What follows belongs to an exercise in optimizing a design on an open flow for small area, a short achievable clock period and few clock cycles per item; a production flow would make more cautious choices.
Only simulation tests tie the RTL to the original design; equivalence was not proved.

== cedar ==
## PID
module PID(
    input clk,rst_n,
    input adc_complete,
    input [INPUT_BIT_WIDTH-1:0] sample,
    input wire signed[PARAMETER_BIT_WIDTH-1:0] target,
    input wire signed[PARAMETER_BIT_WIDTH-1:0] kp,
    input wire signed[PARAMETER_BIT_WIDTH-1:0] ki,
    input wire signed[PARAMETER_BIT_WIDTH-1:0] maximum_out,
    input wire signed[PARAMETER_BIT_WIDTH-1:0] minimum_out,
    input wire signed[PARAMETER_BIT_WIDTH-1:0] maximum_add,
    input wire signed[PARAMETER_BIT_WIDTH-1:0] minimum_add,
    output reg signed[PARAMETER_BIT_WIDTH-1:0] pi_out,
    output reg pi_valid
);
Settings: LEC_CHECK=0, ABC_AREA=1, CAP_MARGIN=20, CORE_MARGIN=2, CORE_UTILIZATION=60, SETUP_SLACK_MARGIN=4, SLEW_MARGIN=20, BUFFER_PORTS_ARGS=-buffer_cell sky130_fd_sc_hd__buf_1, SYNTH_ARGS=-noabc; clock period 10.0 ns.
standard.sh (not shown) runs the stock make flow with config.mk's settings and CLKGATE_MAP_FILE= SYNTH_SCRIPT=/design/flow/synth_recipe.tcl, a recipe that flattens the netlist after the stock synthesis.
==> flow/flow/run.sh <==
#!/bin/bash
set -euo pipefail
echo 'export BUFFER_PORTS_ARGS = -buffer_cell sky130_fd_sc_hd__buf_1' >> config.mk
echo 'export SYNTH_ARGS = -noabc' >> config.mk
bash standard.sh finish > standard_flow.log 2>&1
Testbench counts of cedar, summed over its fixed seeds: cycles 4,800, items 1,600.
Here is what was changed in the inputs of quartz compared with cedar.
- a change of BUFFER_PORTS_ARGS from -buffer_cell sky130_fd_sc_hd__buf_1 to -buffer_cell sky130_fd_sc_hd__buf_2
- a deleted SYNTH_ARGS that had been -noabc
==> flow/flow/run.sh <==
#!/bin/bash
set -euo pipefail
echo 'export BUFFER_PORTS_ARGS = -buffer_cell sky130_fd_sc_hd__buf_2' >> config.mk
bash standard.sh finish > standard_flow.log 2>&1
### Flow results
The final reports for quartz and cedar show sequential share of layout area lower in the former.
Delta (quartz minus cedar): area after synthesis went up by about 2.6%, synthesized cell count went up by 188.
Changes observed in quartz relative to cedar: setup slack at placement decreased by 0.20 ns relative to the old numbers, worst hold slack across all endpoints decreased by 0.0073 ns relative to the old numbers, largest fanout on the critical path increased by 14% relative to the old numbers.
Input changes introduced in raven (baseline for comparison: quartz):
- a change of CORE_UTILIZATION from 60 to 40
==> run notes <==
- Critical path data required time essentially unchanged between raven and quartz.
- The post-synthesis average cell area of raven and that of quartz are within noise of each other.
- Measured against each other, quartz and raven differ in die boundary width, the lower figure coming from quartz.
- From quartz to raven the numbers moved as follows: worst setup slack after layout went down by 0.064 ns; post-detailed-route via-to-cell ratio went down by 0.48; routed wire length went up by 0.97%; clock latency on the worst-skew pair went up by 0.02 ns.
--- input diff raven..tundra ---
- changing CORE_UTILIZATION from 40 to 60
- setting CTS_BUF_LIST to sky130_fd_sc_hd__clkbuf_4 sky130_fd_sc_hd__clkbuf_8 for the first time
- changing SETUP_SLACK_MARGIN from 4 to 4.5
- setting SYNTH_ARGS to -noabc for the first time
--- a/flow/flow/run.sh
+++ b/flow/flow/run.sh
@@ -3,0 +4 @@
+echo 'export SYNTH_ARGS = -noabc' >> config.mk
Results
Between raven and tundra, the cell count went down.
Compared tundra vs raven, and layout inverter count without the clock tree is down in tundra.
Re post-detailed-route DRC marker count: no difference whatsoever between raven and tundra.
tundra ends up with higher area share of fa/ha/maj cells after synthesis than raven does.
tundra against raven: number of cells on the critical path went up, routed via count shows an increase of 2.8%, final period utilization went down 2.2 points.
raven → tundra: fraction of final layout cells sized beyond drive strength 1 moved up.
Relative to tundra, the following input files were edited for sierra:
- CTS_BUF_LIST no longer set, was sky130_fd_sc_hd__clkbuf_4 sky130_fd_sc_hd__clkbuf_8
- BUFFER_PORTS_ARGS no longer set, was -buffer_cell sky130_fd_sc_hd__buf_2
- SETUP_SLACK_MARGIN now 4, was 4.5
- CORE_UTILIZATION now 40, was 60
- SYNTH_ARGS no longer set, was -noabc
==> flow/run.sh (new file) <==
#!/bin/bash
# synth_recipe.tcl (not shown) runs the flow's synth.tcl, then flattens the netlist and writes it again
# the make line also repeats each setting of config.mk as NAME=value (left out here)
make -C /OpenROAD-flow-scripts/flow DESIGN_CONFIG=/design/flow/config.mk WORK_HOME=/design/flow/orfs CLKGATE_MAP_FILE= SYNTH_SCRIPT=/design/flow/synth_recipe.tcl finish
removed: flow/flow/run.sh
removed: flow/standard.sh
## What came out
- | filler-free cell count of the finished design | higher: sierra |
- As of sierra, total length of routed met3 wires had fallen by more than a quarter compared to tundra.
- Between sierra and tundra, it is sierra whose aggregate routed wire length is higher, by about 4%.
- sierra — clock period minus final worst setup slack 0.31 ns higher, tundra as reference
## Diff of input files: garnet against sierra
- BUFFER_PORTS_ARGS: unset -> -buffer_cell sky130_fd_sc_hd__buf_2
- SYNTH_ARGS: unset -> -noabc
- CORE_UTILIZATION: 40 -> 70
==> flow/flow/run.sh (new file) <==
#!/bin/bash
set -euo pipefail
echo 'export BUFFER_PORTS_ARGS = -buffer_cell sky130_fd_sc_hd__buf_2' >> config.mk
echo 'export SYNTH_ARGS = -noabc' >> config.mk
bash standard.sh finish > standard_flow.log 2>&1
==> flow/standard.sh (new file) <==
#!/bin/bash
# synth_recipe.tcl (not shown) runs the flow's synth.tcl, then flattens the netlist and writes it again
# the make line also repeats each setting of config.mk as NAME=value (left out here)
make -C /OpenROAD-flow-scripts/flow DESIGN_CONFIG=/design/flow/config.mk WORK_HOME=/design/flow/orfs CLKGATE_MAP_FILE= SYNTH_SCRIPT=/design/flow/synth_recipe.tcl "${@:-finish}"
removed: flow/run.sh
Notes after the runs:
garnet finished end to end and its layout was clean on timing, DRC and antenna.
[garnet] non-clock buffer count fell 16% relative to sierra
In the flow results for garnet and sierra, the post-layout worst setup margin is larger on garnet.
Highest clock rate for garnet: about 2.6% up relative to sierra
Multi-input logic portion of the cell area was higher in garnet than in sierra.
Compared with sierra, garnet shows final RePlAce weighted congestion that has gone up by a few percent.
Against sierra as the reference, garnet delivers a lower area overhead of the layout relative to synthesis.

========
Another version of the RTL of PID (not shown whole).
Size: roughly 3000 cells after synthesis, about 190 flip-flops, about 220 I/O pins.
Settings: LEC_CHECK=0, ABC_AREA=1, CAP_MARGIN=20, CORE_MARGIN=2, CORE_UTILIZATION=60, SETUP_SLACK_MARGIN=4.25, SLEW_MARGIN=20, BUFFER_PORTS_ARGS=-buffer_cell sky130_fd_sc_hd__buf_2, SYNTH_ARGS=-noabc; clock period 10.0 ns.
==> flow/flow/run.sh <==
#!/bin/bash
set -euo pipefail
echo 'export BUFFER_PORTS_ARGS = -buffer_cell sky130_fd_sc_hd__buf_2' >> config.mk
echo 'export SYNTH_ARGS = -noabc' >> config.mk
bash standard.sh finish > standard_flow.log 2>&1
The starting point finished with timing, DRC and antenna clean.
Testbench counts at the start, summed over its fixed seeds: cycles 4,800, items 1,600.
Change:
CTS_BUF_LIST = sky130_fd_sc_hd__clkbuf_8   (was not set)
Effect: The new run completed without violations; final area fell by 0.52%; global-route usage falls by 0.24 points; worst setup slack improves by 0.12 ns; via count drops by 0.55%; core utilization went down by 0.35 points.
Change:
CTS_BUF_LIST = sky130_fd_sc_hd__clkbuf_4 sky130_fd_sc_hd__clkbuf_8   (was sky130_fd_sc_hd__clkbuf_8)
The changed run finished with timing, DRC and antenna clean.
Clock skew stays the same.
Core utilization is unchanged.
Synthesized area does not change.
Cell area is unchanged.
Final cell count stays the same.
Via count stays the same.
Worst setup slack stays the same.

========
PID with an RTL version that a note above also has.
Size in the first run: roughly 190 flip-flops, ~220 I/O pins, about 25000 sq um of cells after synthesis.
==> flow/config.mk <==
export PLATFORM = sky130hd
export DESIGN_NAME = PID
export DESIGN_NICKNAME = PID
export VERILOG_FILES = /design/flow/design.v
export SDC_FILE = /design/flow/constraint.sdc
export NUM_CORES = 4
export LEC_CHECK = 0
export ABC_AREA = 1
export CAP_MARGIN = 20
export CORE_MARGIN = 2
export CORE_UTILIZATION = 60
export SETUP_SLACK_MARGIN = 3.5
export SLEW_MARGIN = 20
export BUFFER_PORTS_ARGS = -buffer_cell sky130_fd_sc_hd__buf_2
==> flow/constraint.sdc <==
create_clock -name core_clock -period 10.0 [get_ports {clk}]
set_input_delay 2.0000 -clock core_clock [delete_from_list [all_inputs] [get_ports {clk}]]
set_output_delay 2.0000 -clock core_clock [all_outputs]
set_load 0.01 [all_outputs]
==> flow/flow/run.sh <==
#!/bin/bash
set -euo pipefail
echo 'export BUFFER_PORTS_ARGS = -buffer_cell sky130_fd_sc_hd__buf_2' >> config.mk
bash standard.sh finish > standard_flow.log 2>&1
Testbench counts at the start, summed over its fixed seeds: cycles 4,800, items 1,600.
Then changed:
==> flow/run.sh (new file) <==
#!/bin/bash
# synth_recipe.tcl (not shown) runs the flow's synth.tcl, then flattens the netlist and writes it again
# the make line also repeats each setting of config.mk as NAME=value (left out here)
make -C /OpenROAD-flow-scripts/flow DESIGN_CONFIG=/design/flow/config.mk WORK_HOME=/design/flow/orfs CLKGATE_MAP_FILE= SYNTH_SCRIPT=/design/flow/synth_recipe.tcl finish
Settings changed: BUFFER_PORTS_ARGS -buffer_cell sky130_fd_sc_hd__buf_2 to not set, CORE_UTILIZATION 60 to 40, SETUP_SLACK_MARGIN 3.5 to 5.
removed: flow/flow/run.sh
removed: flow/standard.sh
=> Global-route usage decreases by 10 points; worst setup slack is better by 0.70 ns; synthesized area is unchanged; cell count increases by about 12%; hold slack is worse by 0.010 ns; flip-flop and latch count is unchanged.
Then changed:
==> flow/flow/run.sh (new file) <==
#!/bin/bash
set -euo pipefail
echo 'export BUFFER_PORTS_ARGS = -buffer_cell sky130_fd_sc_hd__buf_2' >> config.mk
echo 'export SYNTH_ARGS = -noabc' >> config.mk
bash standard.sh finish > standard_flow.log 2>&1
==> flow/standard.sh (new file) <==
#!/bin/bash
# synth_recipe.tcl (not shown) runs the flow's synth.tcl, then flattens the netlist and writes it again
# the make line also repeats each setting of config.mk as NAME=value (left out here)
make -C /OpenROAD-flow-scripts/flow DESIGN_CONFIG=/design/flow/config.mk WORK_HOME=/design/flow/orfs CLKGATE_MAP_FILE= SYNTH_SCRIPT=/design/flow/synth_recipe.tcl "${@:-finish}"
Settings changed: BUFFER_PORTS_ARGS set to -buffer_cell sky130_fd_sc_hd__buf_2, CORE_UTILIZATION 40 to 60, CTS_BUF_LIST set to sky130_fd_sc_hd__clkbuf_4 sky130_fd_sc_hd__clkbuf_8, SETUP_SLACK_MARGIN 5 to 4.25, SYNTH_ARGS set to -noabc.
removed: flow/run.sh
Effect: The new run went through all stages and came out clean. Final cell count decreases by 15%. Non-clock buffer count is lower by 214. Via count shrinks by 6.5%. Cell area went down by 19%. Core utilization grows by 12 points.
Then changed:
Settings changed: CORE_UTILIZATION 60 to 40, CTS_BUF_LIST sky130_fd_sc_hd__clkbuf_4 sky130_fd_sc_hd__clkbuf_8 to not set, SETUP_SLACK_MARGIN 4.25 to 4.
First-iteration DRC count came out lower by about a fifth.
Hold slack loses 0.0059 ns.
Setup slack degrades by 0.089 ns.
Then changed:
Settings changed: CORE_UTILIZATION 40 to 60.
Effect:
- area after synthesis does not change
- wire length fell by about 0.9%
- critical path depth rose by 1
- global-route usage rose by 12 points
Then changed:
==> flow/run.sh (new file) <==
#!/bin/bash
# synth_recipe.tcl (not shown) runs the flow's synth.tcl, then flattens the netlist and writes it again
# the make line also repeats each setting of config.mk as NAME=value (left out here)
make -C /OpenROAD-flow-scripts/flow DESIGN_CONFIG=/design/flow/config.mk WORK_HOME=/design/flow/orfs CLKGATE_MAP_FILE= SYNTH_SCRIPT=/design/flow/synth_recipe.tcl finish
Settings changed: ABC_AREA 1 to not set, BUFFER_PORTS_ARGS -buffer_cell sky130_fd_sc_hd__buf_2 to not set, CORE_UTILIZATION 60 to 40, SYNTH_ARGS -noabc to not set.
removed: flow/flow/run.sh
removed: flow/standard.sh
=> The new run completed without violations. Non-clock buffer count grows by 154. Register-to-register slack loses 0.52 ns. Critical path depth goes down by 8.

## static timing again, ports no longer ideal
In the flow no input, the clock included, has a driving cell. The finished layouts below were timed again as built, in two steps. Step 1 sets driving cells, clkbuf_16 on the clock port and buf_2 on the other inputs (assumed; they add their load-dependent delay and slew). Step 2, shift: input delay + t, output delay - t, t = (earliest + latest rising clock arrival at the registers) / 2. This alone moves slack from input paths to output paths. a / b / c = ideal ports / drivers / drivers and shift; a / b = the first two.
| run | t (ns) | slack for setup (ns) | hold WS [ns] | worst setup path at the end |
|---|---|---|---|---|
| cedar | 0.562 | 4.291 / 4.291 / 3.779 | 0.351 / 0.351 / 0.351 | input to register |
| quartz | 0.558 | 4.318 / 4.318 / 3.804 | 0.344 / 0.344 / 0.344 | input to register |
| raven | 0.570 | 4.255 / 4.251 / 3.681 | 0.349 / 0.349 / 0.349 | input to register |
| tundra | 0.639 | 4.470 / 4.497 / 3.864 | 0.341 / 0.341 / 0.341 | input to register |
| sierra | 0.567 | 4.155 / 4.194 / 3.627 | 0.348 / 0.348 / 0.348 | input to register |
| garnet | 0.525 | 4.306 / 4.339 / 3.814 | 0.351 / 0.351 / 0.351 | input to register |
| the first run of note 2 | 0.538 | 4.385 / 4.424 / 3.885 | 0.344 / 0.344 / 0.344 | input to register |
| the second run of note 2 | 0.611 | 4.505 / 4.541 / 3.931 | 0.340 / 0.340 / 0.340 | input to register |
| the third run of note 2 | 0.611 | 4.505 / 4.541 / 3.931 | 0.340 / 0.340 / 0.340 | input to register |
| the first run of note 3 | 0.561 | 3.894 / 3.932 / 3.371 | 0.345 / 0.345 / 0.345 | input to register |
| the second run of note 3 | 0.565 | 4.598 / 4.635 / 4.070 | 0.335 / 0.335 / 0.335 | input to register |
| the third run of note 3 | 0.639 | 4.502 / 4.529 / 3.891 | 0.353 / 0.353 / 0.353 | input to register |
| the fourth run of note 3 | 0.563 | 4.413 / 4.437 / 3.889 | 0.348 / 0.348 / 0.348 | input to register |
| the fifth run of note 3 | 0.564 | 4.361 / 4.403 / 3.839 | 0.350 / 0.350 / 0.350 | input to register |
| the sixth run of note 3 | 0.570 | 3.868 / 3.906 / 3.337 | 0.353 / 0.353 / 0.353 | input to register |
After both steps every run listed still meets setup and hold. The setup slack of the third run of note 3, which loses most, moves by +0.027 ns with the drivers and by -0.611 ns with both steps.
